What follows belongs to an exercise in optimizing a design on an open flow for small area; a production flow would make more cautious choices.
Only simulation tests tie the RTL to the original design; equivalence was not proved.
The flow treats the clock pin as an ideal source, which a real chip does not have.
Power is estimated from default activity; no workload was simulated.

**design/flow/config.mk**
```make
export PLATFORM = sky130hd
export DESIGN_NAME = NMRPulseSequencer
export DESIGN_NICKNAME = NMRPulseSequencer
export VERILOG_FILES = /design/flow/design.v
export SDC_FILE = /design/flow/constraint.sdc
export NUM_CORES = 4
export LEC_CHECK = 0
export CAP_MARGIN = 0
export CORE_MARGIN = 2
export CORE_UTILIZATION = 60
export PLACE_DENSITY = 0.75
export SLEW_MARGIN = 0
```
**design/flow/constraint.sdc**
```tcl
create_clock -name core_clock -period 8.0 [get_ports {clk}]
set_input_delay 1.6000 -clock core_clock [delete_from_list [all_inputs] [get_ports {clk}]]
set_output_delay 1.6000 -clock core_clock [all_outputs]
set_load 0.01 [all_outputs]
```
**design/flow/design.v**
```verilog
`timescale 1ns / 1ps
module NMRPulseSequencer #(
    parameter US_DIVIDER = 125
    )(
    input wire clk,
    input wire rst,
    input wire force_on,
    input wire amp_on,
    input wire [31:0] Alen_in,
    input wire [31:0] Blen_in,
    input wire [31:0] ABdly_in,
    input wire [31:0] BBdly_in,
    input wire [15:0] BBcnt_in,
    input wire [31:0] BlankLen_in,
    output wire     sync_out,
    output wire     pulse_out,
    output wire     blank_out
    );
    wire us_zero;
    generate
        if (US_DIVIDER == 125) begin : g_lfsr
            reg  [6:0] us_lfsr;
            assign us_zero = (us_lfsr == 7'b1010000);
            always @(posedge clk)
                if (rst | us_zero)
                    us_lfsr <= 7'd0;
                else
                    us_lfsr <= {us_lfsr[5:0], ~(us_lfsr[6] ^ us_lfsr[5])};
        end else begin : g_count
            reg [$clog2(US_DIVIDER)-1:0] us_counter;
            assign us_zero = ~|us_counter;
            always @(posedge clk)
                if (rst | us_zero)
                    us_counter <= US_DIVIDER - 1;
                else
                    us_counter <= us_counter - 1;
        end
    endgenerate
    reg  [1:0]  m;
    reg  [1:0]  s;
    reg  [31:0] p;
    reg  [15:0] b_cnt;
    reg  [31:0] blank_q;
    wire hit;
    NMRPulseSequencer_cmp u_cmp (.e0(s == 2'd0), .e1(s == 2'd1), .e2(s[1]), .p(p), .t0(ABdly_in), .t1(Blen_in), .t2(BBdly_in), .hit(hit));
    wire pulse_reg = ~m[1] & m[0];
    wire blank_trigger = m[1] & ~m[0];
    wire st_ah = (m == 2'b11) | (pulse_reg & (s == 2'd3));
    wire st_bnext = pulse_reg & (s == 2'd2);
    wire st_high = st_ah | (s == 2'd1);        
    wire b_start = hit & ((s == 2'd0) | ((s == 2'd2) & ~m[0]));
    wire b_zero = ~|b_cnt;
    wire blank_nz = |blank_q;
    wire blank_dec = blank_nz & us_zero;
    reg  [1:0] s_next;
    always @* begin
        if (st_ah)
            s_next = blank_nz ? 2'd3 : 2'd0;
        else if (st_bnext)
            s_next = b_zero ? 2'd3 : 2'd2;
        else case (s)
            2'd0: s_next = hit ? (b_zero ? 2'd3 : 2'd1) : 2'd0;
            2'd1: s_next = hit ? 2'd2 : 2'd1;
            2'd2: s_next = hit ? 2'd1 : 2'd2;
            default: s_next = 2'd3;
        endcase
    end
    always @(posedge clk)
        if (rst) begin
            m <= 2'b11;
            s <= 2'd3;
            p <= 0;
            blank_q <= Alen_in;
            b_cnt <= BBcnt_in;
        end else begin
            if (b_start)
                p <= {31'd0, us_zero};
            else
                p <= p + us_zero;
            m <= {~st_high & pulse_reg, st_high};
            s <= s_next;
            b_cnt <= b_cnt - b_start;
            if (blank_trigger & ~blank_dec)
                blank_q <= BlankLen_in;
            else
                blank_q <= blank_q - blank_dec;
        end
    assign pulse_out = pulse_reg | force_on;
    assign sync_out = st_ah & pulse_out;
    assign blank_out = (blank_nz & ~st_ah) | blank_trigger | ~amp_on;
endmodule
module NMRPulseSequencer_cmp (
    input  wire        e0,
    input  wire        e1,
    input  wire        e2,
    input  wire [31:0] p,
    input  wire [31:0] t0,
    input  wire [31:0] t1,
    input  wire [31:0] t2,
    output wire        hit
    );
    wire [31:0] cmp = ({32{e0}} & t0) | ({32{e1}} & t1) | ({32{e2}} & t2);
    assign hit = (p == cmp);
endmodule
```
**design/flow/flow/run.sh**
```bash
#!/bin/bash
# Layout flow: the standard ORFS flow (standard.sh) with
#  - the standard synthesis, run per module (SYNTH_HIERARCHICAL=1, then
#    flattened as synth_recipe.tcl does), but with an area-oriented ABC script
#    (flow/synth.tcl, flow/area.abc) for the combinational logic; registers
#    are mapped before ABC and are unchanged.  ABC's deepsyn is randomised:
#    the synthesis is first run with seeds 0..3 and the smallest netlist's
#    seed is used for the layout.
#  - minimum-size buffers on the ports (every port still gets one)
#  - a clock tree of clkbuf_4 cells, no dummy clock loads, and the
#    buffers that would give a slow clock slew upsized (flow/post_cts.tcl)
# ORFS writes each step's full log under orfs/logs/ (seed trials: seedN.log);
# make's output goes to standard.log.
set -euo pipefail
W=$(pwd)
export MY_CLK_SLEW_PS=120
SYN_VARS=(SYNTH_SCRIPT=$W/flow/synth.tcl SYNTH_HIERARCHICAL=1)
best=0; best_area=
for S in 0 1 2 3; do
  sed "s/^&deepsyn .*/\&deepsyn -T 30 -S $S/" flow/area.abc > $W/area_s$S.abc
  ( MY_ABC_SCRIPT=$W/area_s$S.abc make -C $FLOW_HOME DESIGN_CONFIG=$W/config.mk \
      WORK_HOME=$W/seed$S CLKGATE_MAP_FILE= "${SYN_VARS[@]}" synth > $W/seed$S.log 2>&1 || true ) &
done
wait
for S in 0 1 2 3; do
  f=$W/seed$S/reports/$FLOW_PLATFORM/NMRPulseSequencer/base/synth_stat.txt
  [[ -f $f ]] || continue
  a=$(grep "Chip area" $f | tail -1 | awk '{print $NF}')
  echo "seed $S: $a" >> $W/seeds.txt
  if [[ -z $best_area ]] || awk -v a=$a -v b=$best_area 'BEGIN{exit !(a<b)}'; then best=$S; best_area=$a; fi
done
echo "using seed $best" >> $W/seeds.txt
rm -rf $W/seed0 $W/seed1 $W/seed2 $W/seed3
export MY_ABC_SCRIPT=$W/area_s$best.abc
bash standard.sh \
  "${SYN_VARS[@]}" \
  "BUFFER_PORTS_ARGS=-buffer_cell sky130_fd_sc_hd__buf_1" \
  "CTS_ARGS=-sink_clustering_enable -repair_clock_nets -dont_use_dummy_load -buf_list sky130_fd_sc_hd__clkbuf_4" \
  POST_CTS_TCL=$W/flow/post_cts.tcl \
  finish > $W/standard.log 2>&1
```
**design/flow/flow/area.abc**
```
&get -n
&st
&deepsyn -T 30
&dch -f
&nf -p -a -R 1000
&put
topo
```
**design/flow/flow/post_cts.tcl**
```tcl
# Clock-tree sizing after CTS (ORFS POST_CTS_TCL hook). CTS builds the tree
# from clkbuf_4 cells; every clock-tree buffer whose flip-flop clock pins see
# an estimated slew above MY_CLK_SLEW_PS is upsized to clkbuf_8, then the
# placement is legalized again.
set limit_ps $::env(MY_CLK_SLEW_PS)
estimate_parasitics -placement
proc clk_pin_slew_ps {pin} {
  set worst 0
  foreach edge {rise fall} {
    foreach analysis {min max} {
      set s [sta::time_ui_sta [get_property $pin slew_${analysis}_$edge]]
      set worst [expr {max($worst, $s * 1e12)}]
    }
  }
  return $worst
}
set slow {}
set drv_worst {}
foreach pin [all_registers -clock_pins -edge_triggered] {
  set ps [clk_pin_slew_ps $pin]
  foreach drv [get_pins -of_objects [get_nets -of_objects $pin] -filter "direction == output"] {
    set inst [get_full_name [get_cells -of_objects $drv]]
    if {![dict exists $drv_worst $inst] || [dict get $drv_worst $inst] < $ps} { dict set drv_worst $inst $ps }
    if {$ps > $limit_ps} { dict set slow $inst 1 }
  }
}
dict for {inst ps} $drv_worst { puts "post_cts: $inst worst clock-pin slew $ps ps" }
set n 0
foreach inst [dict keys $slow] {
  if {[get_property [get_cells $inst] ref_name] eq "sky130_fd_sc_hd__clkbuf_4"} {
    replace_cell $inst sky130_fd_sc_hd__clkbuf_8
    puts "post_cts: upsized $inst to clkbuf_8"
    incr n
  }
}
puts "post_cts: upsized $n clock buffers"
if {$n > 0} {
  detailed_placement
  check_placement -verbose
  estimate_parasitics -placement
}
set worst 0
foreach pin [all_registers -clock_pins -edge_triggered] {
  set worst [expr {max($worst, [clk_pin_slew_ps $pin])}]
}
puts "post_cts: worst estimated clock-pin slew $worst ps"
```
**design/flow/flow/synth.tcl**
```tcl
# The standard synthesis (synth_recipe.tcl), with only the ABC script that
# maps the combinational logic replaced by an area-oriented one (flow/area.abc).
# Registers are mapped by dfflibmap before ABC runs, so they are unchanged.
proc synth {args} { yosys synth -nofsm -noshare {*}$args }
proc abc {args} {
  set i [lsearch -exact $args -script]
  if {$i >= 0} { lset args [expr {$i+1}] $::env(MY_ABC_SCRIPT) }
  yosys abc {*}$args
}
source $::env(SCRIPTS_DIR)/synth.tcl
# left out here: clear keep_hierarchy, flatten, clean up, hide names made inside functions, write 1_2_yosys.v
```
**design/flow/standard.sh**
```bash
#!/bin/bash
# synth_recipe.tcl (not shown) runs the flow's synth.tcl, then flattens the netlist and writes it again
# the make line also repeats each setting of config.mk as NAME=value (left out here)
make -C /OpenROAD-flow-scripts/flow DESIGN_CONFIG=/design/flow/config.mk WORK_HOME=/design/flow/orfs CLKGATE_MAP_FILE= SYNTH_SCRIPT=/design/flow/synth_recipe.tcl "${@:-finish}"
```
==> flow_metrics.py <==
metrics = {
    "run_status": {
        "outcome": "timing/DRC/antenna clean",
    },
    "setup_path": {
        "crit_arrival_ns": 3.87,
        "cp-start-kind": "flop",
        "setup.worst_path.end_class": "primary output",
        "path_class": "flop to primary output",
        "path_max_fanout": 4,
        "reg2reg_depth": 18,
        "cp.required_ns": 6.40,
        "max_stage_delay_ns": 0.45,
        "path_cells": "or3_1, or4_1, nor3_1, nor3b_1, nand3b_1, nor3_1, nor3b_1, nand2_1, o21ai_0, nand2_1, buf_1",
        "critPathSlowestCell": "or4_1",
        "critical_path_buf_inv_count": 1,
        "cp_top_family": "simple AND/OR/NAND/NOR gates",
        "r2r_slack_ns": 2.85,
        "worstSetupStartpoint": "blank_q[10]",
        "rr_startpoint": "s[1]",
        "reg2reg_to": "b_cnt[12]",
    },
    "hold_path": {
        "hold_start": "g_lfsr.us_lfsr[0]",
        "holdPathEnd": "g_lfsr.us_lfsr[1]",
        "hold_class": "flop to flop",
        "holdPathStages": 1,
    },
    "global_route": {
        "grt_max_degree": 49,
        "grt_overflow": 0,
        "grtUsageTotal_pct": 28.8,
        "grt_pass1_wl_um": 19700,
        "antenna_found_initial": 0,
        "grt_pass1_vias": 4508,
    },
    "synthesis": {
        "synth_top_flop_cell": "dfxtp_1",
        "yosysMostFrequentCell": "dfxtp_1",
        "syn_area_sq_mm": 0.00459,
        "ys_warn_count": 7,
        "synth-async-reset-ratio_pct": 0,
        "syn_inst": 529,
        "ys_types": 35,
        "syn_area_per_cell_sq_um": 8.69,
        "ys_ff_latch": 91,
        "netlist.area_leader.share_pct": 39.7,
        "netlist_top_cells_area": "dfxtp_1 (40%), xnor2_1 (9.9%), a222oi_1 (7.0%)",
        "synth_top_area_cell": "dfxtp_1",
        "synth_enable_flop_cells": 0,
        "syn-num-nets": 716,
        "synth_common_cells": "dfxtp_1 (91), xnor2_1 (52), a21oi_1 (50), nand2_1 (42), nor3_1 (40)",
        "ys_seq_area_share_pct": 39.7,
    },
    "flow_run": {
        "maxCapViolations": 0,
    },
    "timing": {
        "period_share_pct": 68.4,
        "drv_slew": 0,
        "slew_headroom_pct": 23.5,
        "min_period_ns": 5.47,
        "finalSetupViolations": 0,
        "hold_viol": 0,
        "skew_ns": 0.0325,
        "max_freq_ghz": 0.183,
        "rsz0062_at_grt": "false",
        "fin_tns_setup_ns": 0,
        "tightest_slew_ns": 1.15,
    },
    "cts": {
        "path_clk_slew_ns": 0.11,
        "tritoncts": "yes",
        "clkLatencyLatePin_ns": 0.44,
        "cts.sinks": 91,
    },
    "drt": {
        "postRouteAntennaNets": 0,
        "avgRoutedWirePerCell_um": 14.8,
        "num_vias": 4859,
        "drt_iter0_drc": 280,
        "drt_wl_total_um": 12100,
        "drcViolationCount": 0,
        "first_pass_iters": 6,
        "vias_per_cell": 5.90,
    },
    "floorplanning": {
        "rows": 31,
        "design.core.area_sq_mm": 0.00733,
        "ios": 183,
        "die-area_sq_mm": 0.00837,
        "die_width_um": 91.5,
        "fp.dieH_um": 91.5,
        "initial_core_util_pct": 62.7,
    },
    "layout": {
        "nNetsFinal": 913,
        "n_fill_cell": 597,
        "drive_gt1_share_pct": 2.07,
        "syn_to_final_growth_pct": 20.3,
        "fin_cells": 823,
        "num_antenna_cells": 0,
    },
    "placed_design": {
        "dp_hpwl_um": 9320,
        "numPortBuffers": 182,
        "dp_cells": 814,
        "gp_congestion": 0.821,
    },
    "power": {
        "power_leakage_nw": 1.96,
        "irDropWorstVdd_mv": 0.117,
        "cellPowerDensity_mw_per_mm2": 147,
        "p_total_uw": 814,
    },
}
## worst max-delay path by stage
stage	end	slack (ns)	depth (start not counted)
finish	blank_out	2.53	11
global route	blank_out	1.99	11
detailed placement	b_cnt[14]	3.01	17
global placement	b_cnt[14]	3.03	17
floorplan	b_cnt[12]	3.56	17
## state kept, by name, indices dropped and copies added, names as in the netlist
signal          cells
blank_q            32
p                  32
b_cnt              16
g_lfsr.us_lfsr      7
m                   2
s                   2
## layout by cell type (no fill, tap or decap), types with 2 or more instances in the layout
cell      synthesis  layout
clkinv_1          9       9
buf_1             0     181
nor3b_1           6       6
o31ai_1           3       3
or3_1             5       5
nand3_1           6       6
clkbuf_8          0       4
nor2_1           30      29
dfxtp_1          91      91
ha_1              7       7
nor2b_1          10      10
a222oi_1         32      32
nand2b_1          4       4
xnor2_1          52      52
nor4_1           14      14
mux2_1            2       2
nand2_1          42      42
a22oi_1           9       9
and3_1           29      29
buf_4             0       4
a31oi_1           7       7
a21oi_1          50      50
nor3_1           40      40
a221o_1           2       2
nand3b_1          2       2
and4_1            3       3
clkbuf_4          0       5
o21ai_0          28      28
xor2_1           13      13
nand4_1           3       3
o22ai_1          22      22
## metal layers
metal / track usage, % / routed length, um
met5: 0 / 0
met4: 14.3 / 331
met3: 4.56 / 879
met2: 49.7 / 5870
met1: 34.6 / 5060
## kinds of logic after synthesis
logic type	synth area share (%)
AO/OA/AOI/OAI	22.7
adder cells (fa/ha/maj)	1.91
XOR/XNOR	12.4
AND/OR/NAND/NOR	22.1
flip-flops	39.7
multiplexers	0.490
buffers and inverters	0.735
## power breakdown
part	leakage, nW	total [mW]	internal (mW)	switching [mW]
combinational	1.15	0.106	0.0551	0.0507
sequential	0.752	0.498	0.477	0.0204
clock	0.0518	0.211	0.0736	0.137
total	1.96	0.814	0.606	0.208
## metrics by stage
step	setup WS, ns	util (%)	hold slack (ns)	cell area, sq um
5_1_grt	1.99	75.4	0.479	5530
3_5_place_dp	3.01	74.1	0.460	5440
6_report	2.53	75.4	0.461	5530
3_3_place_gp	3.03	74.1	0.447	5440
2_1_floorplan	3.56	-	0.439	4590
## modules after synthesis (local to each module, per instance)
module / times used / area (sq um)
NMRPulseSequencer_cmp: 1 / 667
NMRPulseSequencer: 1 / 3930
## worst register-to-register path, cell delays in order, from the launching register on
cell and delay (ns):
dfxtp_1 0.32, buf_4 0.33, nand2b_1 0.21, clkinv_1 0.64, a222oi_1 0.65, xnor2_1 0.15
nor4_1 0.42, nand4_1 0.14, nor2_1 0.30, nand2_1 0.17, clkinv_1 0.09, ha_1 0.17
ha_1 0.18, nor3b_1 0.30, nand2_1 0.13, nor2_1 0.22, nand2_1 0.14, xnor2_1 0.16
mux2_1 0.30
## area by class of cell
class                   instances  area [sq um]  area share, %
inverters                       9          33.8          0.611
multi-input cells             429          2740           49.6
repair buffers                186           714           12.9
well taps                      99           124           2.24
clock buffers                   9          92.6           1.67
flip-flops and latches         91          1820           33.0

## afterwards: timing with drivers on the ports
In the flow no input, the clock included, has a driving cell. The finished layout below was timed again as built, in two steps. Step 1 assumes that a clkbuf_16 drives the clock port and a buf_2 every other input. Step 2, shift: input delay + t, output delay - t, t = (earliest + latest rising clock arrival at the registers) / 2. This alone moves slack from input paths to output paths. Three values: ideal ports, drivers, drivers and shift; two values: the first two.
t, ns: 0.458
setup WS [ns]: 2.531 / 2.501 / 2.852
worst setup path after step 2: register to register
clock arrival spread, ns: 0.033 / 0.033
After both steps setup and hold are still met in this run. For this run, drivers alone change the setup slack by -0.030 ns; drivers and shift together by +0.321 ns.
